Context: an optimization exercise on an open-source flow, tuned for small area. The choices shown serve that exercise and are no tape-out recipe.
The RTL was checked by simulation tests, not by an equivalence proof against the original design.
No run shown here takes its clock network from TritonCTS; it comes from the design's own scripts or RTL.
The clock input has no modelled driver; a real chip could not lean on it and would need a root buffer or a full tree.
No activity file was given, so power comes from the tool's default toggle rates.

==> design.v <==
module Task3(
	input [7:0] X0,
	input [7:0] X1,
	input [7:0] X2,
	input [7:0] X3,
	input [7:0] A0,
	input [7:0] A1,
	input [7:0] A2,
	input [7:0] A3,
	input clk,
	input rst,
	input enable,
	output ready,
	output valid,
	output [17:0] result
);
reg rdy, vld;
reg [2:0] c;
reg [7:0] a0, a1, a2, a3;
reg [7:0] xs0, xs1, xs2, xs3;
reg [9:0] h;
assign ready = rdy;
assign valid = vld;
wire first = (c == 3'd0);
wire prelast = (c == 3'd6);
wire last = (c == 3'd7);
always @(posedge clk) begin
	if (rst) begin
		rdy <= 1'b1;
		vld <= 1'b0;
	end else begin
		rdy <= rdy ? ~enable : last;
		vld <= ~rdy & last;
	end
	c <= rdy ? 3'd0 : c + 3'd1;
end
wire [9:0] nhin = first ? 10'h1ff : h;
wire b0 = xs0[0], b1 = xs1[0], b2 = xs2[0], b3 = xs3[0];
wire [7:0] npp0 = {a0[7] & b0, ~(a0[6:0] & {7{b0}})};
wire [7:0] npp1 = {a1[7] & b1, ~(a1[6:0] & {7{b1}})};
wire [7:0] npp2 = {a2[7] & b2, ~(a2[6:0] & {7{b2}})};
wire [7:0] npp3 = {a3[7] & b3, ~(a3[6:0] & {7{b3}})};
wire s1;
wire c2;
wire s3;
wire c4;
wire s5;
wire c6;
wire s7;
wire c8;
wire s9;
wire c10;
wire s11;
wire c12;
wire s13;
wire c14;
wire s15;
wire c16;
wire s17;
wire c18;
wire s19;
wire c20;
wire s21;
wire c22;
wire s23;
wire c24;
wire s25;
wire c26;
wire s27;
wire c28;
wire s29;
wire c30;
wire s31;
wire c32;
wire s33;
wire c34;
wire s35;
wire c36;
wire s37;
wire c38;
wire s39;
wire c40;
wire s41;
wire c42;
wire s43;
wire c44;
wire s45;
wire c46;
wire s47;
wire c48;
wire s49;
wire c50;
wire s51;
wire c52;
wire s53;
wire c54;
wire s55;
wire c56;
wire s57;
wire c58;
wire s59;
wire c60;
wire s61;
wire c62;
wire s63;
wire c64;
wire [10:0] ns;    
assign s1 = nhin[0] ^ npp0[0] ^ npp1[0];
assign c2 = (nhin[0] & npp0[0]) | (nhin[0] & npp1[0]) | (npp0[0] & npp1[0]);
assign s3 = npp2[0] ^ npp3[0] ^ s1;
assign c4 = (npp2[0] & npp3[0]) | (npp2[0] & s1) | (npp3[0] & s1);
assign s5 = nhin[1] ^ npp0[1] ^ npp1[1];
assign c6 = (nhin[1] & npp0[1]) | (nhin[1] & npp1[1]) | (npp0[1] & npp1[1]);
assign s7 = npp2[1] ^ npp3[1] ^ c2;
assign c8 = (npp2[1] & npp3[1]) | (npp2[1] & c2) | (npp3[1] & c2);
assign s9 = s5 ^ c4 ^ s7;
assign c10 = (s5 & c4) | (s5 & s7) | (c4 & s7);
assign s11 = nhin[2] ^ npp0[2] ^ npp1[2];
assign c12 = (nhin[2] & npp0[2]) | (nhin[2] & npp1[2]) | (npp0[2] & npp1[2]);
assign s13 = npp2[2] ^ npp3[2] ^ c6;
assign c14 = (npp2[2] & npp3[2]) | (npp2[2] & c6) | (npp3[2] & c6);
assign s15 = s11 ^ c8 ^ s13;
assign c16 = (s11 & c8) | (s11 & s13) | (c8 & s13);
assign s17 = ~(c10 ^ s15);
assign c18 = c10 | s15;
assign s19 = nhin[3] ^ npp0[3] ^ npp1[3];
assign c20 = (nhin[3] & npp0[3]) | (nhin[3] & npp1[3]) | (npp0[3] & npp1[3]);
assign s21 = npp2[3] ^ npp3[3] ^ c12;
assign c22 = (npp2[3] & npp3[3]) | (npp2[3] & c12) | (npp3[3] & c12);
assign s23 = s19 ^ c14 ^ s21;
assign c24 = (s19 & c14) | (s19 & s21) | (c14 & s21);
assign s25 = c16 ^ s23 ^ c18;
assign c26 = (c16 & s23) | (c16 & c18) | (s23 & c18);
assign s27 = nhin[4] ^ npp0[4] ^ npp1[4];
assign c28 = (nhin[4] & npp0[4]) | (nhin[4] & npp1[4]) | (npp0[4] & npp1[4]);
assign s29 = npp2[4] ^ npp3[4] ^ c20;
assign c30 = (npp2[4] & npp3[4]) | (npp2[4] & c20) | (npp3[4] & c20);
assign s31 = s27 ^ c22 ^ s29;
assign c32 = (s27 & c22) | (s27 & s29) | (c22 & s29);
assign s33 = c24 ^ s31 ^ c26;
assign c34 = (c24 & s31) | (c24 & c26) | (s31 & c26);
assign s35 = nhin[5] ^ npp0[5] ^ npp1[5];
assign c36 = (nhin[5] & npp0[5]) | (nhin[5] & npp1[5]) | (npp0[5] & npp1[5]);
assign s37 = npp2[5] ^ npp3[5] ^ c28;
assign c38 = (npp2[5] & npp3[5]) | (npp2[5] & c28) | (npp3[5] & c28);
assign s39 = s35 ^ c30 ^ s37;
assign c40 = (s35 & c30) | (s35 & s37) | (c30 & s37);
assign s41 = c32 ^ s39 ^ c34;
assign c42 = (c32 & s39) | (c32 & c34) | (s39 & c34);
assign s43 = nhin[6] ^ npp0[6] ^ npp1[6];
assign c44 = (nhin[6] & npp0[6]) | (nhin[6] & npp1[6]) | (npp0[6] & npp1[6]);
assign s45 = npp2[6] ^ npp3[6] ^ c36;
assign c46 = (npp2[6] & npp3[6]) | (npp2[6] & c36) | (npp3[6] & c36);
assign s47 = s43 ^ c38 ^ s45;
assign c48 = (s43 & c38) | (s43 & s45) | (c38 & s45);
assign s49 = c40 ^ s47 ^ c42;
assign c50 = (c40 & s47) | (c40 & c42) | (s47 & c42);
assign s51 = nhin[7] ^ npp0[7] ^ npp1[7];
assign c52 = (nhin[7] & npp0[7]) | (nhin[7] & npp1[7]) | (npp0[7] & npp1[7]);
assign s53 = npp2[7] ^ npp3[7] ^ c44;
assign c54 = (npp2[7] & npp3[7]) | (npp2[7] & c44) | (npp3[7] & c44);
assign s55 = s51 ^ c46 ^ s53;
assign c56 = (s51 & c46) | (s51 & s53) | (c46 & s53);
assign s57 = c48 ^ s55 ^ c50;
assign c58 = (c48 & s55) | (c48 & c50) | (s55 & c50);
assign s59 = nhin[8] ^ c52 ^ c54;
assign c60 = (nhin[8] & c52) | (nhin[8] & c54) | (c52 & c54);
assign s61 = c56 ^ s59 ^ c58;
assign c62 = (c56 & s59) | (c56 & c58) | (s59 & c58);
assign s63 = nhin[9] ^ c60 ^ c62;
assign c64 = (nhin[9] & c60) | (nhin[9] & c62) | (c60 & c62);
assign ns = {c64, s63, s61, s57, s49, s41, s33, s25, s17, s9, s3};
wire [9:0] hnext = ns[10:1] ^ {prelast | last, {9{prelast}}};
wire rbit = ns[0] ^ ~last;
always @(posedge clk) begin
	if (rdy) begin
		a0 <= A0; a1 <= A1; a2 <= A2; a3 <= A3;
		xs0 <= X0; xs1 <= X1; xs2 <= X2; xs3 <= X3;
	end else begin
		xs0 <= {rbit, xs0[7:1]};
		xs1 <= {X1[7], xs1[7:1]};
		xs2 <= {X2[7], xs2[7:1]};
		xs3 <= {X3[7], xs3[7:1]};
	end
	h <= hnext;
end
assign result = {h, xs0};
endmodule
==> flow/run.sh <==
#!/bin/bash
# The standard layout with these changes:
# - the port buffers are the smallest buffer cell instead of the delay cell
#   buffer_ports picks by itself;
# - Yosys's synth skips its early "abc -fast";
# - after the standard synthesis, flow/netopt.py removes the inverters that
#   extract_fa leaves around the full adders (it flips full adders and some
#   two-input gates to inverted logic instead) and sizes gates that synthesis
#   sized up back to size 1; flip-flops are untouched;
# - after CTS, flow/clocktree.tcl replaces the clock tree by one level of
#   CLKTREE_NBUF buffers, each driving one group of nearby flip-flops.
set -euo pipefail
export BUFFER_PORTS_ARGS="-buffer_cell sky130_fd_sc_hd__buf_1"
export SYNTH_ARGS="-noabc"
export POST_CTS_TCL=$PWD/flow/clocktree.tcl
export CLKTREE_NBUF=${CLKTREE_NBUF:-4}
export CLKTREE_CELL=${CLKTREE_CELL:-sky130_fd_sc_hd__clkbuf_8}
R=orfs/results/$FLOW_PLATFORM/Task3/base
bash standard.sh synth > synth.log 2>&1
cp $R/1_2_yosys.v yosys_standard.v
python3 flow/netopt.py yosys_standard.v $R/1_2_yosys.v --downsize > netopt.log 2>&1
touch $R/1_2_yosys.v
bash standard.sh finish > finish.log 2>&1
==> flow/clocktree.tcl <==
# POST_CTS hook: replace the clock tree that CTS built by a one-level tree:
# the clock port drives CLKTREE_NBUF buffers (CLKTREE_CELL), each of which
# drives the clock pins of one group of flip-flops (groups made by splitting
# the flip-flops recursively by position). Then the buffers are legalized.
set nbuf [expr {[info exists ::env(CLKTREE_NBUF)] ? $::env(CLKTREE_NBUF) : 2}]
set cell [expr {[info exists ::env(CLKTREE_CELL)] ? $::env(CLKTREE_CELL) : "sky130_fd_sc_hd__clkbuf_8"}]
set db [ord::get_db]
set block [ord::get_db_block]
set master [$db findMaster $cell]
set clknet [$block findNet clk]

# flip-flop clock pins anywhere in the clock network
set sinks {}
foreach inst [$block getInsts] {
  set mname [[$inst getMaster] getName]
  if {[regexp {__(e?dfxtp|dfrtp|dfxbp|sdfxtp|edfxbp)_} $mname]} {
    lappend sinks [$inst findITerm CLK]
  }
}
# remove what CTS inserted: every non-flip-flop cell on the clock nets
# (buffers, inverters, dummy loads), then the nets CTS made
set cnets {}
foreach n [$block getNets] {
  if {$n eq $clknet || [$n getSigType] eq "CLOCK"} { lappend cnets $n }
}
set dead {}
foreach n $cnets {
  foreach it [$n getITerms] {
    set inst [$it getInst]
    if {[regexp {__(e?dfxtp|dfrtp|dfxbp|sdfxtp|edfxbp)_} [[$inst getMaster] getName]]} { continue }
    dict set dead [$inst getName] $inst
  }
}
set removed 0
dict for {nm inst} $dead {
  foreach it [$inst getITerms] { if {[$it getNet] ne "NULL"} { $it disconnect } }
  odb::dbInst_destroy $inst
  incr removed
}
foreach it $sinks { $it disconnect }
foreach n $cnets {
  if {$n ne $clknet} { odb::dbNet_destroy $n }
}
puts "clocktree: removed $removed clock buffers, [llength $sinks] sinks"

proc centre {its} {
  set sx 0; set sy 0
  foreach it $its {
    set b [[$it getInst] getBBox]
    set sx [expr {$sx + ([$b xMin] + [$b xMax]) / 2.0}]
    set sy [expr {$sy + ([$b yMin] + [$b yMax]) / 2.0}]
  }
  set n [llength $its]
  return [list [expr {$sx / $n}] [expr {$sy / $n}]]
}
proc split_groups {its k} {
  if {$k <= 1} { return [list $its] }
  set xs {}; set ys {}
  foreach it $its {
    set b [[$it getInst] getBBox]
    lappend xs [list $it [expr {([$b xMin] + [$b xMax]) / 2}] [expr {([$b yMin] + [$b yMax]) / 2}]]
  }
  set xv [lsort -real [lmap e $xs {lindex $e 1}]]
  set yv [lsort -real [lmap e $xs {lindex $e 2}]]
  set axis [expr {([lindex $xv end] - [lindex $xv 0]) >= ([lindex $yv end] - [lindex $yv 0]) ? 1 : 2}]
  set sorted [lsort -real -index $axis $xs]
  set ka [expr {$k / 2}]
  set h [expr {int(round([llength $sorted] * double($ka) / $k))}]
  set a [lmap e [lrange $sorted 0 [expr {$h - 1}]] {lindex $e 0}]
  set b [lmap e [lrange $sorted $h end] {lindex $e 0}]
  return [concat [split_groups $a $ka] [split_groups $b [expr {$k - $ka}]]]
}
set groups [split_groups $sinks $nbuf]
set i 0
foreach g $groups {
  set inst [odb::dbInst_create $block $master "clktree_buf_$i"]
  set net [odb::dbNet_create $block "clktree_net_$i"]
  $net setSigType CLOCK
  [$inst findITerm A] connect $clknet
  [$inst findITerm X] connect $net
  foreach it $g { $it connect $net }
  lassign [centre $g] cx cy
  $inst setLocation [expr {int($cx)}] [expr {int($cy)}]
  $inst setPlacementStatus PLACED
  puts "clocktree: clktree_buf_$i drives [llength $g] flip-flops"
  incr i
}
foreach it [$clknet getITerms] {
  puts "clocktree: clk drives [[$it getInst] getName]/[[$it getMTerm] getName]"
}
detailed_placement
estimate_parasitics -placement
report_clock_skew
==> flow/netopt.py <==
#!/usr/bin/env python3
"""Inverter clean-up on a Yosys netlist of sky130hd cells.

Yosys's extract_fa leaves inverters around the full adders it finds. A full
adder is self-dual: inverting its three inputs inverts both outputs. This
script removes every inverter it can, chooses for each full adder whether it
works on inverted signals, and for some two-input gates whether they give the
inverted function (nand2 <-> and2, nor2 <-> or2, xor2 <-> xnor2), so that as
few inverters as possible are needed; then puts back one inverter per signal
that some input still needs inverted. Flip-flops are not touched.

Usage: netopt.py IN.v OUT.v [--downsize]
"""
import re, sys, random

P = "sky130_fd_sc_hd__"
OUTPINS = {"X", "Y", "Q", "Q_N", "SUM", "COUT", "HI", "LO", "GCLK"}
AREA = {"inv_1": 3.7536, "nand2_1": 3.7536, "and2_1": 6.256, "nor2_1": 3.7536,
        "or2_1": 6.256, "xor2_1": 8.7584, "xnor2_1": 8.7584}
OUTPIN = {"nand2_1": "Y", "and2_1": "X", "nor2_1": "Y", "or2_1": "X", "xor2_1": "X", "xnor2_1": "Y"}
SWAP = {"nand2_1": "and2_1", "and2_1": "nand2_1", "nor2_1": "or2_1", "or2_1": "nor2_1",
        "xor2_1": "xnor2_1", "xnor2_1": "xor2_1"}

src = open(sys.argv[1]).read()
if re.search(r"^\s*assign\b", src, re.M):
    open(sys.argv[2], "w").write(src)
    print("netopt: netlist has assign statements; left as it is")
    sys.exit(0)

inst_re = re.compile(r"^(\s*)(" + P + r"\w+)\s+(\S+)\s*\((.*?)\);\n", re.S | re.M)
pin_re = re.compile(r"\.(\w+)\(([^()]*)\)")
m0 = inst_re.search(src)
head = src[:m0.start()]
insts = []
last = m0.start()
tail_parts = []
for m in inst_re.finditer(src):
    if src[last:m.start()].strip():
        raise SystemExit("netopt: unexpected text between instances")
    pins = [(p, n.strip()) for p, n in pin_re.findall(m.group(4))]
    insts.append({"type": m.group(2)[len(P):], "name": m.group(3), "pins": pins})
    last = m.end()
tail = src[last:]

# port nets
ports = set()
for kind, rng, names in re.findall(r"^\s*(input|output)\s*(\[\d+:\d+\])?\s*([^;]+);", head, re.M):
    for nm in names.split(","):
        nm = nm.strip()
        if rng:
            hi, lo = map(int, rng[1:-1].split(":"))
            for b in range(min(hi, lo), max(hi, lo) + 1):
                ports.add(f"{nm}[{b}]")
        else:
            ports.add(nm)

# clean-up before the polarity search:
# - merge cells of the same type with the same inputs (Yosys's extract_fa
#   can make the same half adder twice);
# - a half adder with one output used becomes an and2 (carry) or xor2 (sum).
def loads_of():
    ld = {}
    for it in insts:
        for p, n in it["pins"]:
            if p not in OUTPINS:
                ld[n] = ld.get(n, 0) + 1
    return ld
ports_text = head
nmerged = 0
changed = True
while changed:
    changed = False
    seen = {}
    for k, it in enumerate(insts):
        if it is None or re.match(r"(e?dfxtp|dfrtp|dfxbp|sdfxtp|edfxbp|clk)", it["type"]):
            continue
        ins = tuple(sorted((p, n) for p, n in it["pins"] if p not in OUTPINS))
        key = (it["type"], ins)
        if key in seen:
            j = seen[key]
            ren = {}
            for p, n in it["pins"]:
                if p in OUTPINS:
                    other = dict(insts[j]["pins"])[p]
                    ren[n] = other
            if any(n in ports for n in ren):
                continue
            for it2 in insts:
                if it2 is None:
                    continue
                it2["pins"] = [(p, ren.get(n, n) if p not in OUTPINS else n) for p, n in it2["pins"]]
            insts[k] = None
            nmerged += 1
            changed = True
            break
        seen[key] = k
insts = [it for it in insts if it is not None]
nha = 0
ld = loads_of()
for it in insts:
    if it["type"] == "ha_1":
        d = dict(it["pins"])
        su, co = ld.get(d["SUM"], 0) or d["SUM"] in ports, ld.get(d["COUT"], 0) or d["COUT"] in ports
        if su and not co:
            it["type"] = "xor2_1"; it["pins"] = [("A", d["A"]), ("B", d["B"]), ("X", d["SUM"])]; nha += 1
        elif co and not su:
            it["type"] = "and2_1"; it["pins"] = [("A", d["A"]), ("B", d["B"]), ("X", d["COUT"])]; nha += 1

driver = {}
for k, it in enumerate(insts):
    for p, n in it["pins"]:
        if p in OUTPINS:
            driver[n] = (k, p)

def is_inv(it):
    return re.fullmatch(r"inv_\d+", it["type"]) is not None

removable = set()
for k, it in enumerate(insts):
    if is_inv(it):
        out = dict(it["pins"])["Y"]
        if out not in ports:
            removable.add(k)

def lit(net):
    q = 0
    seen = 0
    while net in driver and driver[net][0] in removable:
        net = dict(insts[driver[net][0]]["pins"])["A"]
        q ^= 1
        seen += 1
        if seen > 50:
            raise SystemExit("netopt: inverter loop")
    return net, q

# variables: FA flips and gate swaps, by instance index
var_of_root = {}
fa = [k for k, it in enumerate(insts) if it["type"] == "fa_1"]
swp = [k for k, it in enumerate(insts) if it["type"] in SWAP and k not in removable]
for k in fa + swp:
    for p, n in insts[k]["pins"]:
        if p in OUTPINS:
            var_of_root[n] = k
fixed_roots = {r for r in var_of_root if r in ports}

# consumers: (instance, pin index, root, q, consumer var or None)
cons = []
for k, it in enumerate(insts):
    if k in removable:
        continue
    for j, (p, n) in enumerate(it["pins"]):
        if p in OUTPINS or n == "" or n.startswith("1'"):
            continue
        r, q = lit(n)
        cons.append((k, j, r, q, k if it["type"] == "fa_1" else None))
# port outputs driven through removable inverters cannot happen (kept), ports as roots are fixed
roots = {}
for c in cons:
    roots.setdefault(c[2], []).append(c)

state = {k: 0 for k in fa + swp}

def phys(r):
    k = var_of_root.get(r)
    return state[k] if k is not None else 0

def cost():
    tot = 0.0
    for k in swp:
        t = insts[k]["type"]
        tot += AREA[SWAP[t]] if state[k] else AREA[t]
    for r, cl in roots.items():
        pr = phys(r)
        if any((q ^ (state[cv] if cv is not None else 0)) != pr for _, _, _, q, cv in cl):
            tot += AREA["inv_1"]
    for r in fixed_roots:
        if phys(r):
            tot += 1e6
    return tot

variables = fa + swp
best = cost()
start_cost = best
best_state = dict(state)
random.seed(1)
cur = best
for it_ in range(40):
    improved = True
    while improved:
        improved = False
        for k in variables:
            state[k] ^= 1
            c = cost()
            if c < cur - 1e-9:
                cur = c
                improved = True
            else:
                state[k] ^= 1
    if cur < best - 1e-9:
        best = cur
        best_state = dict(state)
    # perturb from the best
    state = dict(best_state)
    for k in random.sample(variables, min(len(variables), random.randint(2, 8))):
        state[k] ^= 1
    cur = cost()
state = best_state

def esc(n):
    return n + " " if n.startswith("\\") else n

# rebuild; with DOWNSIZE, gates that synthesis sized up go back to size 1
# (the placer's repair adds buffers where a net then needs them)
DOWNSIZE = "--downsize" in sys.argv
ndown = [0]
n_inv_before = sum(1 for k in removable)
newinsts = []
invnet = {}
extra_wires = []
for r, cl in roots.items():
    pr = phys(r)
    if any((q ^ (state[cv] if cv is not None else 0)) != pr for _, _, _, q, cv in cl):
        nn = "_ninv_" + re.sub(r"[^A-Za-z0-9_]", "_", r) + "_"
        invnet[r] = nn
        extra_wires.append(nn)
pins_new = {k: list(it["pins"]) for k, it in enumerate(insts)}
for k, j, r, q, cv in cons:
    want = q ^ (state[cv] if cv is not None else 0)
    p = pins_new[k][j][0]
    pins_new[k][j] = (p, r if want == phys(r) else invnet[r])
out = [head.rstrip("\n") + "\n"]
for w in extra_wires:
    out.append(f"  wire {w};\n")
for k, it in enumerate(insts):
    if k in removable:
        continue
    t = it["type"]
    if k in state and state[k] and k in swp:
        t = SWAP[t]
    m = re.fullmatch(r"(nand2|nand3|nand4|nor2|nor3|nor4|or2|or3|and2|and3|inv|xor2|xnor2|a21oi|o21ai|mux2)_(2|4|6|8)", t)
    if m and DOWNSIZE:
        t = m.group(1) + "_1"
        ndown[0] += 1
    pl = pins_new[k]
    if k in swp and state[k]:
        o = OUTPIN[t]
        pl = [(o if p in OUTPINS else p, n) for p, n in pl]
    pins = ",\n".join(f"    .{p}({esc(n)})" for p, n in pl)
    out.append(f"  {P}{t} {it['name']} (\n{pins}\n  );\n")
for i, (r, nn) in enumerate(invnet.items()):
    out.append(f"  {P}inv_1 _ninv{i}_ (\n    .A({esc(r)}),\n    .Y({nn})\n  );\n")
out.append(tail)
open(sys.argv[2], "w").write("".join(out))
print(f"netopt: {nmerged} duplicate cells merged, {nha} half adders made single gates; "
      f"{len(fa)} full adders ({sum(state[k] for k in fa)} flipped), "
      f"{len(swp)} swappable gates ({sum(state[k] for k in swp)} swapped), "
      f"inverters {n_inv_before} removed, {len(invnet)} added; "
      f"modelled area {start_cost:.1f} -> {best:.1f}; {ndown[0]} gates downsized")
==> standard.sh <==
#!/bin/bash
# synth_recipe.tcl (not shown) runs the flow's synth.tcl, then flattens the netlist and writes it again
# the make line also repeats each setting of config.mk as NAME=value (left out here)
make -C /OpenROAD-flow-scripts/flow DESIGN_CONFIG=/design/flow/config.mk WORK_HOME=/design/flow/orfs CLKGATE_MAP_FILE= SYNTH_SCRIPT=/design/flow/synth_recipe.tcl "${@:-finish}"
==> config.mk <==
export PLATFORM = sky130hd
export DESIGN_NAME = Task3
export DESIGN_NICKNAME = Task3
export VERILOG_FILES = /design/flow/design.v
export SDC_FILE = /design/flow/constraint.sdc
export NUM_CORES = 4
export LEC_CHECK = 0
export ABC_AREA = 1
export CAP_MARGIN = 20
export CORE_MARGIN = 2
export CORE_UTILIZATION = 60
export SLEW_MARGIN = 20
==> constraint.sdc <==
create_clock -name core_clock -period 8.0 [get_ports {clk}]
set_input_delay 1.6000 -clock core_clock [delete_from_list [all_inputs] [get_ports {clk}]]
set_output_delay 1.6000 -clock core_clock [all_outputs]
set_load 0.01 [all_outputs]
==> run_results.csv, run 1 <==
group,metric,value,unit
worst_setup_path,r2r_slack,1900,ps
timing,tightest_slew,897.3,ps
floorplanning,initial_utilization,61.40,%
global_route,grt_pass1_wl,9432,microns
timing,setup_violations,0,
floorplanning,fp.dieH,78.61,microns
placement,place_hpwl,4067,microns
floorplanning,dieArea,6179,sq um
global_route,track_usage,20.13,%
timing,tns,0,ps
final_layout,final_nets,476,
final_layout,diodes,0,
logic_synthesis,syn_area,3339,sq um
worst_hold_path,min_path_type,"reg2reg",
worst_setup_path,crit_required,8050,ps
timing,post-route-period-util,76.20,%
placement,portBuffers,86,
worst_setup_path,critPathLaunchType,"flip-flop",
global_route,grt_pass1_vias,2120,
floorplanning,die_x,78.61,microns
timing,fmax,0.1640,GHz
placement,place_congestion,0.8065,
worst_setup_path,r2r_cells,19,
power_and_ir_drop,peakVddDrop,0.0001477,V
logic_synthesis,ys_warn_count,1,
routing,wl_per_cell,12.66,microns
placement,placed_cells,442,
worst_setup_path,r2r-start,"c[0]$_SDFF_PP0_",
timing,hold_viol_final,0,
worst_setup_path,endpoint_kind,"flip-flop",
clocking,insertion_delay,170,ps
timing,rsz0062_at_grt,"false",
floorplanning,pin_count,87,
timing,finalMaxSlewViolations,0,
final_layout,n_fill_cell,435,
timing,finalCriticalPeriod,6096,ps
worst_setup_path,crit_start,"c[0]$_SDFF_PP0_",
final_layout,fin_cells,446,
logic_synthesis,syn_avg_cell_area,11.40,sq um
routing,drt-pass1-iter-count,4,
floorplanning,rows,27,
logic_synthesis,syn_nets,393,
outcome,outcome,"no timing/DRC/antenna violations",
routing,drt_iter0_markers,54,
flow_run,cap_violations,0,
power_and_ir_drop,p_total,0.9831,mW
global_route,grt-ovfl-total,0,
timing,slew_headroom,40.11,%
clocking,clock-sinks,79,
routing,vias,2102,
global_route,grt_antenna_before_repair,0,
worst_setup_path,path_max_fanout,10,
routing,drc,0,
timing,fin_skew,9.806,ps
routing,avgViaCountPerCell,4.713,
power_and_ir_drop,p_leak,1.486,nW
worst_setup_path,worstSetupPathType,"reg2reg",
final_layout,layout-drive-gt1-share,1.604,%
clocking,path_clk_slew,120,ps
final_layout,fin_util,69.06,%
logic_synthesis,synth_cells,293,
floorplanning,coreArea,5439,sq um
routing,antenna_left,0,
final_layout,area_growth,12.48,%
power_and_ir_drop,p_per_area,261.7,nW/um^2
worst_setup_path,arrival,6150,ps
routing,wirelength,5645,microns
global_route,grt_max_degree,68,
worst_setup_path,endpoint,"h[8]$_DFF_P_",
worst_setup_path,timing.rr.end,"h[8]$_DFF_P_",
## where the power goes
group / internal (mW) / switching, mW
clock: 0.0468 / 0.0943
sequential: 0.482 / 0.0292
combinational: 0.159 / 0.172
## placed cells by master (no fill, tap or decap), drive strengths merged
master	instances
and2	6
nand3	2
xnor2	9
inv	11
nor2	9
clkbuf	4
fa	31
buf	87
dfxtp	47
nand2	124
xor2	1
or2	9
ha	2
edfxtp	32
## worst max-delay path, cell delays in order (launching register included)
cell	delay [ps]
dfxtp_1	330
inv_1	60
ha_1	150
inv_1	40
nor2_1	490
or2_1	220
fa_1	430
fa_1	440
fa_1	430
inv_1	60
ha_1	150
inv_1	50
fa_1	420
fa_1	420
fa_1	420
fa_1	420
fa_1	430
fa_1	420
fa_1	450
xnor2_1	140
## flip-flops by register name (all words and copies together), names as in the netlist
name  cells
a0        8
a1        8
a2        8
a3        8
c         3
h        10
rdy       1
vld       1
xs0       8
xs1       8
xs2       8
xs3       8
## per-layer routing
layer  wire length (microns)  global-route usage (%)
met5                       0                       0
met4                      44                   4.561
met3                     365                   6.092
met2                    2781                   33.85
met1                    2454                   25.87
## through the flow
| stage | setup WS (ps) | cell area [sq um] | hold slack [ps] |
|---|---|---|---|
| 6_report | 1904 | 3756 | 429.1 |
| 5_1_grt | 1523 | 3756 | 448.6 |
| 3_3_place_gp | 2044 | 3701 | 398.5 |
| 3_5_place_dp | 1892 | 3701 | 405.7 |
| 2_1_floorplan | 2335 | 3339 | 393.5 |
## area by class of cell
type / instances / area, sq um / area share, %
well taps: 72 / 90.09 / 2.398
plain buffers: 4 / 55.05 / 1.466
inverters: 11 / 41.29 / 1.099
repair buffers: 87 / 330.3 / 8.794
multi-input cells: 193 / 1336 / 35.58
flip-flops and latches: 79 / 1903 / 50.67
## worst min-delay path by stage
stage,from,end,cells after the start
final,c[0]$_SDFF_PP0_,c[0]$_SDFF_PP0_,1
after global routing,xs2[1]$_DFF_P_,xs2[0]$_DFF_P_,2
after detailed placement,xs3[7]$_DFF_P_,xs3[6]$_DFF_P_,2
after global placement,xs2[7]$_DFF_P_,xs2[6]$_DFF_P_,2
after floorplan,c[0]$_SDFF_PP0_,c[0]$_SDFF_PP0_,1
==> inputs of run 2 (changes only) <==
--- a/flow/netopt.py
+++ b/flow/netopt.py
@@ -136,6 +136,8 @@
 # variables: FA flips and gate swaps, by instance index
 var_of_root = {}
 fa = [k for k, it in enumerate(insts) if it["type"] == "fa_1"]
+# a half adder may take both inputs inverted: then it is built as xor2 + nor2
+ha = [k for k, it in enumerate(insts) if it["type"] == "ha_1"]
 swp = [k for k, it in enumerate(insts) if it["type"] in SWAP and k not in removable]
 for k in fa + swp:
     for p, n in insts[k]["pins"]:
@@ -152,13 +154,13 @@
         if p in OUTPINS or n == "" or n.startswith("1'"):
             continue
         r, q = lit(n)
-        cons.append((k, j, r, q, k if it["type"] == "fa_1" else None))
+        cons.append((k, j, r, q, k if it["type"] in ("fa_1", "ha_1") else None))
 # port outputs driven through removable inverters cannot happen (kept), ports as roots are fixed
 roots = {}
 for c in cons:
     roots.setdefault(c[2], []).append(c)
 
-state = {k: 0 for k in fa + swp}
+state = {k: 0 for k in fa + swp + ha}
 
 def phys(r):
     k = var_of_root.get(r)
@@ -178,7 +180,7 @@
             tot += 1e6
     return tot
 
-variables = fa + swp
+variables = fa + swp + ha
 best = cost()
 start_cost = best
 best_state = dict(state)
@@ -242,6 +244,11 @@
         t = m.group(1) + "_1"
         ndown[0] += 1
     pl = pins_new[k]
+    if k in ha and state[k]:
+        d = dict(pl)
+        out.append(f"  {P}xor2_1 {esc(it['name'] + '_x')}(\n    .A({esc(d['A'])}),\n    .B({esc(d['B'])}),\n    .X({esc(d['SUM'])})\n  );\n")
+        out.append(f"  {P}nor2_1 {esc(it['name'] + '_n')}(\n    .A({esc(d['A'])}),\n    .B({esc(d['B'])}),\n    .Y({esc(d['COUT'])})\n  );\n")
+        continue
     if k in swp and state[k]:
         o = OUTPIN[t]
         pl = [(o if p in OUTPINS else p, n) for p, n in pl]
@@ -253,6 +260,7 @@
 open(sys.argv[2], "w").write("".join(out))
 print(f"netopt: {nmerged} duplicate cells merged, {nha} half adders made single gates; "
       f"{len(fa)} full adders ({sum(state[k] for k in fa)} flipped), "
+      f"{len(ha)} half adders ({sum(state[k] for k in ha)} as xor2+nor2), "
       f"{len(swp)} swappable gates ({sum(state[k] for k in swp)} swapped), "
       f"inverters {n_inv_before} removed, {len(invnet)} added; "
       f"modelled area {start_cost:.1f} -> {best:.1f}; {ndown[0]} gates downsized")
==> run_results.csv, run 2 <==
group,metric,value,unit
worst_setup_path,critPathLaunchType,"flip-flop",
floorplanning,initial_utilization,61.19,%
worst_hold_path,min_path_type,"reg2reg",
clocking,clock-sinks,79,
global_route,track_usage,20.41,%
final_layout,largest_reg_flops,10,
timing,rsz0062_at_grt,"false",
placement,portBuffers,86,
routing,drt_iter0_markers,66,
final_layout,n_fill_cell,459,
routing,vias,2097,
final_layout,final_common_cell,"nand2_1",
timing,fmax,0.1665,GHz
final_layout,fin_util,68.85,%
worst_setup_path,arrival,6070,ps
worst_setup_path,cp_slowest_stage_delay,500,ps
worst_setup_path,worstSetupPathType,"reg2reg",
worst_setup_path,crit_required,8060,ps
timing,hold_viol_final,0,
timing,tightest_slew,853.0,ps
final_layout,layout-drive-gt1-share,1.609,%
timing,setup_violations,0,
logic_synthesis,synth_cells,292,
global_route,grt_antenna_before_repair,0,
final_layout,fin_cells,445,
worst_setup_path,cp_common_cell,"fa_1",
routing,wirelength,5752,microns
worst_hold_path,worstHoldStart,"xs3[2]$_DFF_P_",
routing,drt-pass1-iter-count,4,
routing,wl_per_cell,12.93,microns
final_layout,final_cell_mix,"nand2_1, buf_1, dfxtp_1",
timing,tns,0,ps
global_route,grt_pass1_vias,2092,
final_layout,diodes,0,
worst_setup_path,cp.depth,17,
power_and_ir_drop,p_per_area,264.8,nW/um^2
logic_synthesis,syn_nets,390,
global_route,grt_max_degree,67,
routing,drc,0,
final_layout,top_register,"h",
logic_synthesis,syn_avg_cell_area,11.40,sq um
worst_setup_path,crit_family,"adder cells",
routing,avgViaCountPerCell,4.712,
worst_setup_path,crit_start,"c[0]$_SDFF_PP0_",
worst_setup_path,endpoint_kind,"flip-flop",
floorplanning,pin_count,87,
floorplanning,die_x,78.48,microns
floorplanning,dieArea,6159,sq um
clocking,insertion_delay,170,ps
worst_hold_path,hold_depth,2,
worst_setup_path,worstPathBufferInverterCount,2,
worst_setup_path,cp_slowest_cell,"nor2_1",
final_layout,area_growth,12.52,%
worst_setup_path,r2r-start,"c[0]$_SDFF_PP0_",
timing,post-route-period-util,75.08,%
floorplanning,rows,27,
global_route,grt-ovfl-total,0,
floorplanning,coreArea,5439,sq um
power_and_ir_drop,p_leak,1.469,nW
placement,placed_cells,441,
timing,finalMaxSlewViolations,0,
placement,place_congestion,0.7819,
routing,antenna_left,0,
global_route,grt_pass1_wl,9473,microns
timing,slew_headroom,43.07,%
clocking,path_clk_slew,120,ps
worst_setup_path,r2r_cells,17,
worst_setup_path,worstPathCellList,"nor2_1 > inv_1 > nor2_1 > or2_1 > fa_1 > fa_1 > fa_1 > nor2_1 > inv_1 > fa_1 > fa_1 > fa_1 > fa_1 > fa_1 > fa_1 > fa_1 > xnor2_1",
final_layout,final_nets,473,
flow_run,cap_violations,0,
logic_synthesis,syn_area,3328,sq um
outcome,outcome,"no timing/DRC/antenna violations",
power_and_ir_drop,peakVddDrop,0.0001250,V
placement,place_hpwl,4208,microns
floorplanning,fp.dieH,78.48,microns
timing,fin_skew,9.807,ps
timing,finalCriticalPeriod,6006,ps
worst_setup_path,path_max_fanout,10,
logic_synthesis,ys_warn_count,1,
run 2: stage by stage:
| stage | setup WS, ps | power (mW) | hold slack [ps] | cell area, sq um |
|---|---|---|---|---|
| floorplan | 2496 | 0.7665 | 396.0 | 3328 |
| global placement | 2132 | 0.8447 | 399.3 | 3690 |
| detailed placement | 1975 | 0.8648 | 404.0 | 3690 |
| global route | 1595 | 1.065 | 450.5 | 3745 |
| finish | 1994 | 0.9916 | 430.8 | 3745 |
run 2: per-layer routing:
| layer | routed length [microns] | global-route usage [%] |
|---|---|---|
| met5 | 0 | 0 |
| met3 | 312 | 4.943 |
| met4 | 87 | 5.789 |
| met2 | 2831 | 35.00 |
| met1 | 2521 | 26.05 |
run 2: worst paths after layout:
check	slack [ps]	endpoint
hold / removal	430	xs3[1]$_DFF_P_
setup reg to reg	1990	h[8]$_DFF_P_
setup / recovery	1990	h[8]$_DFF_P_
hold reg to reg	430	xs3[1]$_DFF_P_
run 2: final cells by class:
| class | instances | area [sq um] | area share, % |
|---|---|---|---|
| sequential | 79 | 1903 | 50.82 |
| inverter | 8 | 30.03 | 0.8019 |
| buffer | 4 | 55.05 | 1.470 |
| tap | 72 | 90.09 | 2.406 |
| timing repair buffer | 87 | 330.3 | 8.821 |
| multi-input combinational | 195 | 1336 | 35.68 |
run 2: where the power goes:
part / internal [mW] / total [mW] / switching [mW]
combinational: 0.162 / 0.335 / 0.173
clock: 0.0469 / 0.144 / 0.0968
sequential: 0.482 / 0.513 / 0.0304
run 2: tightest hold or removal path, stage by stage (launching register included):
cell and delay, ps:
dfxtp_1 320, nand2_1 40, nand2_1 40
==> inputs of run 3 (changes only) <==
--- a/flow/netopt.py
+++ b/flow/netopt.py
@@ -257,10 +257,65 @@
 for i, (r, nn) in enumerate(invnet.items()):
     out.append(f"  {P}inv_1 _ninv{i}_ (\n    .A({esc(r)}),\n    .Y({nn})\n  );\n")
 out.append(tail)
-open(sys.argv[2], "w").write("".join(out))
+text = "".join(out)
+
+# nand2(nand2(a, b), nand2(c, d)) = a&b | c&d: one a22o_1 (8.76) instead of
+# three nand2_1 (11.26), when the inner nands drive nothing else
+def a22o_pass(text):
+    ms = list(inst_re.finditer(text))
+    cells = []
+    for m in ms:
+        pins = [(p, n.strip()) for p, n in pin_re.findall(m.group(4))]
+        cells.append([m.group(2)[len(P):], m.group(3), pins, m])
+    drv = {}
+    nload = {}
+    for i, (t, nm, pins, m) in enumerate(cells):
+        for p, n in pins:
+            if p in OUTPINS:
+                drv[n] = i
+            else:
+                nload[n] = nload.get(n, 0) + 1
+    drop = set()
+    repl = {}
+    count = 0
+    for i, (t, nm, pins, m) in enumerate(cells):
+        if t != "nand2_1" or i in drop:
+            continue
+        d = dict(pins)
+        inner = []
+        for pin in ("A", "B"):
+            n = d[pin]
+            j = drv.get(n)
+            if j is None or j == i or j in drop or cells[j][0] != "nand2_1" or nload.get(n, 0) != 1 or n in ports:
+                break
+            inner.append(j)
+        if len(inner) != 2 or inner[0] == inner[1]:
+            continue
+        d1, d2 = dict(cells[inner[0]][2]), dict(cells[inner[1]][2])
+        repl[i] = (f"  {P}a22o_1 {nm} (\n    .A1({esc(d1['A'])}),\n    .A2({esc(d1['B'])}),\n"
+                   f"    .B1({esc(d2['A'])}),\n    .B2({esc(d2['B'])}),\n    .X({esc(d['Y'])})\n  );\n")
+        drop.update(inner)
+        count += 1
+    res = []
+    last = 0
+    for i, (t, nm, pins, m) in enumerate(cells):
+        res.append(text[last:m.start()])
+        if i in drop:
+            pass
+        elif i in repl:
+            res.append(repl[i])
+        else:
+            res.append(m.group(0))
+        last = m.end()
+    res.append(text[last:])
+    return "".join(res), count
+
+text, na22 = a22o_pass(text)
+open(sys.argv[2], "w").write(text)
 print(f"netopt: {nmerged} duplicate cells merged, {nha} half adders made single gates; "
       f"{len(fa)} full adders ({sum(state[k] for k in fa)} flipped), "
       f"{len(ha)} half adders ({sum(state[k] for k in ha)} as xor2+nor2), "
       f"{len(swp)} swappable gates ({sum(state[k] for k in swp)} swapped), "
       f"inverters {n_inv_before} removed, {len(invnet)} added; "
-      f"modelled area {start_cost:.1f} -> {best:.1f}; {ndown[0]} gates downsized")
+      f"modelled area {start_cost:.1f} -> {best:.1f}; {ndown[0]} gates downsized; "
+      f"{na22} nand2 triples made a22o")
==> run_results.csv, run 3 <==
group,metric,value,unit
timing,fmax,0.1692,GHz
timing,tns,0,ps
routing,vias,1961,
outcome,outcome,"no timing/DRC/antenna violations",
final_layout,final_cell_mix,"buf_1, dfxtp_1, nand2_1",
floorplanning,die_x,77.64,microns
power_and_ir_drop,p_leak,1.346,nW
power_and_ir_drop,p_per_area,268.9,nW/um^2
worst_setup_path,cp_slowest_stage_delay,470,ps
power_and_ir_drop,peakVddDrop,0.0001543,V
worst_setup_path,r2r-start,"c[0]$_SDFF_PP0_",
floorplanning,pin_count,87,
worst_hold_path,hold_depth,1,
routing,antenna_left,0,
flow_run,cap_violations,0,
timing,slew_headroom,40.98,%
worst_setup_path,path_max_fanout,10,
final_layout,layout-drive-gt1-share,1.917,%
final_layout,largest_reg_flops,10,
worst_setup_path,r2r_cells,17,
global_route,track_usage,20.74,%
routing,drt_iter0_markers,76,
worst_setup_path,cp_common_cell,"fa_1",
global_route,grt_antenna_before_repair,0,
global_route,grt_pass1_wl,9508,microns
routing,avgViaCountPerCell,5.120,
global_route,grt_max_degree,67,
routing,drt-pass1-iter-count,4,
worst_setup_path,worstSetupPathType,"reg2reg",
worst_setup_path,worstPathCellList,"nor2_1 > inv_1 > nor2_1 > or2_1 > fa_1 > fa_1 > fa_1 > nor2_1 > inv_1 > fa_1 > fa_1 > fa_1 > fa_1 > fa_1 > fa_1 > fa_1 > xnor2_1",
final_layout,final_common_cell,"buf_1",
global_route,grt-ovfl-total,0,
floorplanning,dieArea,6027,sq um
timing,fin_skew,8.891,ps
worst_setup_path,critPathLaunchType,"flip-flop",
timing,finalMaxSlewViolations,0,
placement,portBuffers,86,
routing,wl_per_cell,15.01,microns
worst_setup_path,cp_slowest_cell,"fa_1",
placement,place_congestion,0.7657,
timing,whs,465.6,ps
logic_synthesis,synth_cells,232,
clocking,clock-sinks,79,
timing,rsz0062_at_grt,"false",
final_layout,final_nets,413,
worst_setup_path,crit_required,8060,ps
logic_synthesis,syn_avg_cell_area,14.02,sq um
worst_setup_path,arrival,5970,ps
placement,placed_cells,379,
logic_synthesis,ys_warn_count,1,
final_layout,diodes,0,
worst_hold_path,holdPathEnd,"xs2[2]$_DFF_P_",
timing,hold_viol_final,0,
timing,tightest_slew,884.3,ps
worst_setup_path,timing.rr.end,"h[8]$_DFF_P_",
routing,wirelength,5750,microns
worst_hold_path,worstHoldStart,"xs2[3]$_DFF_P_",
worst_hold_path,min_path_type,"reg2reg",
placement,place_hpwl,4226,microns
logic_synthesis,syn_nets,330,
floorplanning,fp.dieH,77.64,microns
final_layout,area_growth,12.73,%
clocking,path_clk_slew,120,ps
timing,post-route-period-util,73.87,%
final_layout,top_register,"h",
timing,setup_violations,0,
worst_setup_path,endpoint_kind,"flip-flop",
floorplanning,coreArea,5172,sq um
final_layout,fin_cells,383,
placement,post_dp_cell_area,3612,sq um
final_layout,final_design_area_no_fill,3667,sq um
timing,finalCriticalPeriod,5910,ps
final_layout,fin_util,70.90,%
floorplanning,rows,26,
floorplanning,initial_utilization,62.89,%
worst_setup_path,r2r_slack,2090,ps
global_route,grt_pass1_vias,2027,
clocking,insertion_delay,170,ps
routing,drc,0,
logic_synthesis,syn_area,3253,sq um
-- run 3: cell types whose count changed in the layout (fill, tap and decap cells not counted) --
cell,previous run,this run
nand2_1,124,34
a22o_1,0,30
-- run 3: per-layer routing --
metal | vias to the layer above | routed length, microns | global-route usage [%]
met4 | 0 | 70 | 5.357
met1 | 961 | 2259 | 26.10
met5 | - | 0 | 0
li1 | 937 | - | -
met2 | 57 | 3068 | 36.21
met3 | 6 | 352 | 4.884
-- run 3: worst max path at each step --
stage,end,start,slack [ps]
6_report,h[8]$_DFF_P_,c[0]$_SDFF_PP0_,2090
5_1_grt,h[8]$_DFF_P_,c[0]$_SDFF_PP0_,1740
3_5_place_dp,h[8]$_DFF_P_,c[0]$_SDFF_PP0_,2030
3_3_place_gp,h[8]$_DFF_P_,c[0]$_SDFF_PP0_,2160
2_1_floorplan,h[8]$_DFF_P_,c[0]$_SDFF_PP0_,2500
-- run 3: worst max-delay path, delay by kind of cell (launching register included) --
| family | cells | cell delay (ps) |
|---|---|---|
| xor gates and xnor gates | 1 | 130 |
| buffers and inverters | 2 | 100 |
| DFF | 1 | 380 |
| adders and majority gates | 10 | 4290 |
| and+or+nand+nor | 4 | 890 |
-- run 3: metrics by stage --
stage                     setup WS [ps]  power [mW]
after floorplan                    2496      0.7673
after global placement             2157      0.8494
after detailed placement           2028      0.8607
after global routing               1742       1.061
final                              2090      0.9860
-- run 3: where the power goes --
part / internal, mW / switching (mW) / total, mW
sequential: 0.482 / 0.0299 / 0.512
clock: 0.0468 / 0.0948 / 0.142
combinational: 0.165 / 0.168 / 0.332
total: 0.694 / 0.292 / 0.986
-- run 3: final cells by class --
cell class	count	area [sq um]
buffer	4	55.05
sequential	79	1903
inverter	8	30.03
multi-input combinational	135	1261
tap	70	87.58
fill	371	1505
timing repair buffer	87	330.3
==> inputs of run 4 (changes only) <==
--- a/design.v
+++ b/design.v
@@ -177,12 +177,13 @@
 		a0 <= A0; a1 <= A1; a2 <= A2; a3 <= A3;
 		xs0 <= X0; xs1 <= X1; xs2 <= X2; xs3 <= X3;
 	end else begin
-		xs0 <= {rbit, xs0[7:1]};
-		xs1 <= {X1[7], xs1[7:1]};
-		xs2 <= {X2[7], xs2[7:1]};
-		xs3 <= {X3[7], xs3[7:1]};
+		a0 <= a1; a1 <= a2; a2 <= a3; a3 <= a0;
+		xs0 <= {rbit, xs1[7:1]};
+		xs1 <= {X1[7], xs2[7:1]};
+		xs2 <= {X2[7], xs3[7:1]};
+		xs3 <= {X3[7], xs0[7:1]};
 	end
 	h <= hnext;
 end
-assign result = {h, xs0};
+assign result = {h, xs0[7], xs3[6], xs2[5], xs1[4], xs0[3], xs3[2], xs2[1], xs1[0]};
 endmodule
==> run_results.csv, run 4 <==
group,metric,value,unit
power_and_ir_drop,peakVddDrop,0.0001683,V
power_and_ir_drop,p_leak,1.424,nW
worst_setup_path,cp_common_cell,"fa_1",
worst_setup_path,worstPathCellList,"nor2_1 > inv_1 > nor2_1 > or2_1 > fa_1 > fa_1 > fa_1 > nor2_1 > inv_1 > fa_1 > fa_1 > fa_1 > fa_1 > fa_1 > fa_1 > fa_1 > xnor2_1",
power_and_ir_drop,combPwrFrac,34.4,%
routing,wl_per_cell,14.86,microns
worst_hold_path,worstHoldStart,"xs1[1]$_DFF_P_",
placement,place_hpwl,4379,microns
routing,wirelength,6166,microns
worst_hold_path,hold_depth,1,
floorplanning,rows,26,
floorplanning,coreArea,5172,sq um
timing,fmax,0.1668,GHz
placement,post_dp_cell_area,3572,sq um
worst_setup_path,r2r_slack,2000,ps
final_layout,ff_latch_area,1583,sq um
final_layout,top_register,"h",
worst_setup_path,worstPathBufferInverterCount,2,
logic_synthesis,syn_avg_cell_area,12.05,sq um
routing,vias,2218,
worst_setup_path,crit_required,8050,ps
worst_setup_path,timing.rr.end,"h[8]$_DFF_P_",
timing,tightest_slew,1003,ps
timing,tns,0,ps
final_layout,diodes,0,
final_layout,multi_input_area,1541,sq um
power_and_ir_drop,swShare,30.93,%
worst_setup_path,path_max_fanout,10,
global_route,track_usage,21.29,%
clocking,insertion_delay,170,ps
logic_synthesis,ys_warn_count,1,
power_and_ir_drop,power.internal,0.6775,mW
final_layout,final_design_area_no_fill,3627,sq um
worst_setup_path,endpoint_kind,"flip-flop",
logic_synthesis,syn_area,3264,sq um
final_layout,n_fill_cell,411,
power_and_ir_drop,p_per_area,270.4,nW/um^2
final_layout,largest_reg_flops,10,
worst_setup_path,cp_slowest_stage_delay,490,ps
logic_synthesis,synth_cells,271,
global_route,grt_pass1_wl,10110,microns
worst_setup_path,r2r_cells,17,
global_route,grt_antenna_before_repair,0,
placement,place_congestion,0.8138,
final_layout,fin_util,70.13,%
floorplanning,initial_utilization,63.11,%
floorplanning,dieArea,6047,sq um
timing,finalMaxSlewViolations,0,
final_layout,layout-drive-gt1-share,2.029,%
floorplanning,fp.dieH,77.76,microns
timing,post-route-period-util,74.95,%
flow_run,cap_violations,0,
timing,finalCriticalPeriod,5996,ps
timing,rsz0062_at_grt,"false",
worst_setup_path,worstSetupPathType,"reg2reg",
routing,avgViaCountPerCell,5.345,
floorplanning,pin_count,87,
final_layout,area_growth,11.12,%
routing,drt_iter0_markers,100,
timing,hold_viol_final,0,
worst_hold_path,holdPathEnd,"xs0[0]$_DFF_P_",
final_layout,final_common_cell,"buf_1",
routing,drt-pass1-iter-count,5,
worst_setup_path,arrival,6050,ps
timing,setup_violations,0,
clocking,clock-sinks,79,
global_route,grt_pass1_vias,2154,
global_route,grt-ovfl-total,0,
worst_setup_path,r2r-start,"c[0]$_SDFF_PP0_",
global_route,grt_max_degree,64,
power_and_ir_drop,switchingPower,0.3034,mW
logic_synthesis,syn_nets,369,
floorplanning,die_x,77.76,microns
outcome,outcome,"no timing/DRC/antenna violations",
timing,slew_headroom,33.06,%
power_and_ir_drop,p_clk_share,14.6,%
timing,fin_skew,13.33,ps
placement,portBuffers,86,
worst_setup_path,cp.depth,17,
worst_setup_path,cp_slowest_cell,"nor2_1",
final_layout,final_nets,445,
routing,antenna_left,0,
routing,drc,0,
final_layout,final_cell_mix,"buf_1, dfxtp_1, a22o_1",
worst_setup_path,crit_family,"adder cells",
worst_hold_path,min_path_type,"reg2reg",
placement,pre_cts_ws,1972,ps
timing,worst_slack,2004,ps
power_and_ir_drop,seqPwrFrac,51.0,%
clocking,path_clk_slew,120,ps
worst_setup_path,critPathLaunchType,"flip-flop",
==> run 4: cell types whose count changed in the layout (fill, tap and decap cells not counted), sizes merged <==
cell and change:
edfxtp -32, dfxtp +32, a22o +32
==> run 4: worst max-delay path by stage <==
stage | from | endpoint
6_report | c[0]$_SDFF_PP0_ | h[8]$_DFF_P_
3_5_place_dp | c[0]$_SDFF_PP0_ | h[8]$_DFF_P_
3_3_place_gp | c[0]$_SDFF_PP0_ | h[8]$_DFF_P_
5_1_grt | c[0]$_SDFF_PP0_ | h[8]$_DFF_P_
2_1_floorplan | c[0]$_SDFF_PP0_ | h[8]$_DFF_P_
==> run 4: layout make-up <==
type,instances,share of cell area (%)
plain buffers,4,1.518
flip-flops and latches,79,43.64
multi-input cells,167,42.50
repair buffers,87,9.107
inverters,8,0.8279
well taps,70,2.415
==> run 4: power groups by stage <==
stage	logic, mW	registers (mW)	clock network [mW]
after floorplan	0.258	0.504	0
after global placement	0.329	0.507	0
after detailed placement	0.340	0.508	0
after global routing	0.386	0.506	0.160
final	0.338	0.500	0.143
==> run 4: per-layer routing <==
layer / track usage, % / wire length, microns
met1: 29.58 / 2758
met2: 35.00 / 2994
met3: 3.372 / 324
met4: 5.536 / 88
met5: 0 / 0
==> run 4: through the flow <==
stage               hold slack, ps  total power, mW  std cells
floorplan                    428.2           0.7614        271
global placement             434.6           0.8359        411
detailed placement           439.5           0.8473        411
global route                 480.0            1.051        415
finish                       463.7           0.9809        415
==> inputs of run 5 (changes only) <==
--- a/design.v
+++ b/design.v
@@ -17,11 +17,11 @@
 reg rdy, vld;
 reg [2:0] c;
 reg [7:0] a0, a1, a2, a3;
-reg [7:0] xs0, xs1, xs2, xs3;
+reg [7:1] xs0, xs1, xs2, xs3;
+reg rb;
 reg [9:0] h;
 assign ready = rdy;
 assign valid = vld;
-wire first = (c == 3'd0);
 wire prelast = (c == 3'd6);
 wire last = (c == 3'd7);
 always @(posedge clk) begin
@@ -32,14 +32,21 @@
 		rdy <= rdy ? ~enable : last;
 		vld <= ~rdy & last;
 	end
-	c <= rdy ? 3'd0 : c + 3'd1;
+	c <= (rdy | rst) ? 3'd1 : c + 3'd1;
 end
-wire [9:0] nhin = first ? 10'h1ff : h;
-wire b0 = xs0[0], b1 = xs1[0], b2 = xs2[0], b3 = xs3[0];
-wire [7:0] npp0 = {a0[7] & b0, ~(a0[6:0] & {7{b0}})};
-wire [7:0] npp1 = {a1[7] & b1, ~(a1[6:0] & {7{b1}})};
-wire [7:0] npp2 = {a2[7] & b2, ~(a2[6:0] & {7{b2}})};
-wire [7:0] npp3 = {a3[7] & b3, ~(a3[6:0] & {7{b3}})};
+wire [7:0] ma0 = rdy ? A0 : a1;
+wire [7:0] ma1 = rdy ? A1 : a2;
+wire [7:0] ma2 = rdy ? A2 : a3;
+wire [7:0] ma3 = rdy ? A3 : a0;
+wire b0 = rdy ? X0[0] : xs1[1];
+wire b1 = rdy ? X1[0] : xs2[1];
+wire b2 = rdy ? X2[0] : xs3[1];
+wire b3 = rdy ? X3[0] : xs0[1];
+wire [9:0] nhin = rdy ? 10'h1ff : h;
+wire [7:0] npp0 = {ma0[7] & b0, ~(ma0[6:0] & {7{b0}})};
+wire [7:0] npp1 = {ma1[7] & b1, ~(ma1[6:0] & {7{b1}})};
+wire [7:0] npp2 = {ma2[7] & b2, ~(ma2[6:0] & {7{b2}})};
+wire [7:0] npp3 = {ma3[7] & b3, ~(ma3[6:0] & {7{b3}})};
 wire s1;
 wire c2;
 wire s3;
@@ -173,17 +180,17 @@
 wire [9:0] hnext = ns[10:1] ^ {prelast | last, {9{prelast}}};
 wire rbit = ns[0] ^ ~last;
 always @(posedge clk) begin
+	a0 <= ma0; a1 <= ma1; a2 <= ma2; a3 <= ma3;
 	if (rdy) begin
-		a0 <= A0; a1 <= A1; a2 <= A2; a3 <= A3;
-		xs0 <= X0; xs1 <= X1; xs2 <= X2; xs3 <= X3;
+		xs0 <= X0[7:1]; xs1 <= X1[7:1]; xs2 <= X2[7:1]; xs3 <= X3[7:1];
 	end else begin
-		a0 <= a1; a1 <= a2; a2 <= a3; a3 <= a0;
-		xs0 <= {rbit, xs1[7:1]};
-		xs1 <= {X1[7], xs2[7:1]};
-		xs2 <= {X2[7], xs3[7:1]};
-		xs3 <= {X3[7], xs0[7:1]};
+		xs0 <= {rb, xs1[7:2]};
+		xs1 <= {X1[7], xs2[7:2]};
+		xs2 <= {X2[7], xs3[7:2]};
+		xs3 <= {X3[7], xs0[7:2]};
 	end
+	rb <= rbit;
 	h <= hnext;
 end
-assign result = {h, xs0[7], xs3[6], xs2[5], xs1[4], xs0[3], xs3[2], xs2[1], xs1[0]};
+assign result = {h, rb, xs0[7], xs3[6], xs2[5], xs1[4], xs0[3], xs3[2], xs2[1]};
 endmodule
==> run_results.csv, run 5 <==
group,metric,value,unit
outcome,outcome,"no timing/DRC/antenna violations",
worst_setup_path,arrival,6520,ps
logic_synthesis,synth_cells,376,
final_layout,area_growth,8.997,%
floorplanning,die_x,81.78,microns
floorplanning,initial_utilization,61.67,%
placement,portBuffers,86,
final_layout,diodes,0,
global_route,grt-ovfl-total,0,
timing,slew_headroom,63.58,%
routing,drt_iter0_markers,60,
timing,finalCriticalPeriod,6468,ps
timing,fmax,0.1546,GHz
worst_setup_path,endpoint_kind,"flip-flop",
final_layout,final_nets,552,
placement,place_hpwl,4793,microns
clocking,clock-sinks,76,
worst_setup_path,path_max_fanout,8,
worst_setup_path,cp_slowest_cell,"fa_1",
floorplanning,dieArea,6688,sq um
final_layout,top_register,"h",
timing,finalMaxSlewViolations,0,
timing,tns,0,ps
routing,vias,2498,
placement,place_congestion,0.7854,
logic_synthesis,syn_area,3630,sq um
power_and_ir_drop,peakVddDrop,0.0002251,V
timing,hold_viol_final,0,
floorplanning,coreArea,5886,sq um
clocking,insertion_delay,170,ps
floorplanning,fp.dieH,81.78,microns
logic_synthesis,syn_avg_cell_area,9.654,sq um
worst_setup_path,cp_common_cell,"fa_1",
timing,fin_skew,14.32,ps
routing,drc,0,
worst_hold_path,min_path_type,"reg2reg",
global_route,grt_max_degree,47,
worst_setup_path,worstPathCellList,"buf_1 > inv_1 > a22o_1 > nor2_1 > fa_1 > fa_1 > fa_1 > ha_1 > fa_1 > fa_1 > fa_1 > fa_1 > inv_1 > fa_1 > fa_1 > fa_1 > xnor2_1",
power_and_ir_drop,p_leak,2.101,nW
global_route,grt_pass1_wl,10410,microns
timing,rsz0062_at_grt,"false",
floorplanning,rows,28,
logic_synthesis,ys_warn_count,1,
timing,tightest_slew,546.3,ps
routing,wirelength,6502,microns
flow_run,cap_violations,0,
logic_synthesis,syn_nets,476,
timing,setup_violations,0,
power_and_ir_drop,p_per_area,278.6,nW/um^2
clocking,path_clk_slew,110,ps
worst_setup_path,worstSetupPathType,"in2reg",
final_layout,largest_reg_flops,10,
timing,post-route-period-util,80.85,%
routing,avgViaCountPerCell,4.758,
global_route,grt_antenna_before_repair,0,
floorplanning,pin_count,87,
global_route,track_usage,20.47,%
final_layout,final_common_cell,"inv_1",
worst_setup_path,cp_slowest_stage_delay,500,ps
worst_setup_path,crit_required,8050,ps
final_layout,layout-drive-gt1-share,1.778,%
routing,drt-pass1-iter-count,4,
power_and_ir_drop,p_total,1.102,mW
routing,antenna_left,0,
worst_setup_path,critPathLaunchType,"primary input",
routing,wl_per_cell,12.38,microns
global_route,grt_pass1_vias,2387,
final_layout,final_cell_mix,"inv_1, buf_1, dfxtp_1",
==> run 5: cell types whose count changed in the layout (fill, tap and decap cells not counted), sizes merged, moves of 2 or more <==
cell	change
inv	+111
nor2	+34
nand2	-26
or2	-7
and2	-5
dfxtp	-3
ha	+2
xor2	-2
==> run 5: worst max-delay path: cells and delay by family <==
| family | cells | cell delay, ps |
|---|---|---|
| fa+ha+maj | 11 | 4050 |
| compound gates | 1 | 400 |
| buf+inv | 3 | 200 |
| xor+xnor | 1 | 130 |
| simple gates | 1 | 110 |
==> run 5: per-stage QoR <==
step / setup slack (ps) / area [sq um] / utilization [%] / std cells / hold slack (ps)
floorplan: 1741 / 3630 / - / 376 / 373.5
global route: 1225 / 3956 / 67.22 / 525 / 436.9
finish: 1532 / 3956 / 67.22 / 525 / 421.8
detailed placement: 1313 / 3901 / 66.28 / 521 / 394.3
global placement: 1451 / 3901 / 66.28 / 521 / 384.1
==> run 5: cell type report <==
cell class / count / area, sq um
buffer: 4 / 55.05
timing repair buffer: 88 / 337.8
sequential: 76 / 1523
fill: 515 / 1929
inverter: 119 / 446.7
tap: 75 / 93.84
multi-input combinational: 163 / 1500
==> run 5: power breakdown <==
part	internal, mW	leakage (nW)	switching (mW)
Sequential	0.449	0.640	0.0291
Clock	0.0468	0.0288	0.0944
Combinational	0.232	1.43	0.251
Total	0.728	2.10	0.375
==> run 5: routing by layer <==
| layer | routed length (microns) | vias up | track usage, % |
|---|---|---|---|
| li1 | - | 1270 | - |
| met4 | 63 | 0 | 5.500 |
| met3 | 287 | 4 | 3.516 |
| met2 | 3208 | 52 | 35.04 |
| met5 | 0 | - | 0 |
| met1 | 2942 | 1172 | 26.91 |
==> run 5: path summary, 6_finish.rpt <==
| check | from | to | slack (ps) | depth (start not counted) |
|---|---|---|---|---|
| max | X1[0] | h[8]$_DFF_P_ | 1530 | 17 |
| min | c[0]$_SDFF_PP1_ | c[0]$_SDFF_PP1_ | 420 | 1 |
| max reg2reg | rdy$_SDFF_PP1_ | h[8]$_DFF_P_ | 2010 | 16 |
| min reg2reg | c[0]$_SDFF_PP1_ | c[0]$_SDFF_PP1_ | 420 | 1 |

what the ideal ports hide:
No port has a modelled driver above. Below, the same layouts with a new extraction and two added sets of constraints.
Step 1: set_driving_cell puts a clkbuf_16 on clk and a buf_2 on each other input, an assumption about the parent block.
Step 2 also shifts input and output timing later by t, the mid clock arrival at the registers, as if the neighbouring blocks saw the same clock.
Three values: ideal ports, drivers, drivers and shift; two values: the first two.
run | t, ns | setup slack, ns | hold slack, ns | clock arrival spread, ns
run 1 | 0.225 | 1.904 / 1.904 / 1.904 | 0.429 / 0.429 / 0.429 | 0.010 / 0.010
run 2 | 0.224 | 1.994 / 1.994 / 1.994 | 0.431 / 0.431 / 0.431 | 0.010 / 0.011
run 3 | 0.223 | 2.090 / 2.090 / 2.090 | 0.466 / 0.466 / 0.466 | 0.010 / 0.010
run 4 | 0.223 | 2.004 / 2.004 / 2.004 | 0.464 / 0.464 / 0.464 | 0.015 / 0.015
run 5 | 0.223 | 1.532 / 1.561 / 1.338 | 0.422 / 0.422 / 0.422 | 0.015 / 0.015
After both steps every run listed still meets setup and hold. For run 5, which loses most, drivers alone change the setup slack by +0.029 ns; drivers and shift together by -0.194 ns.
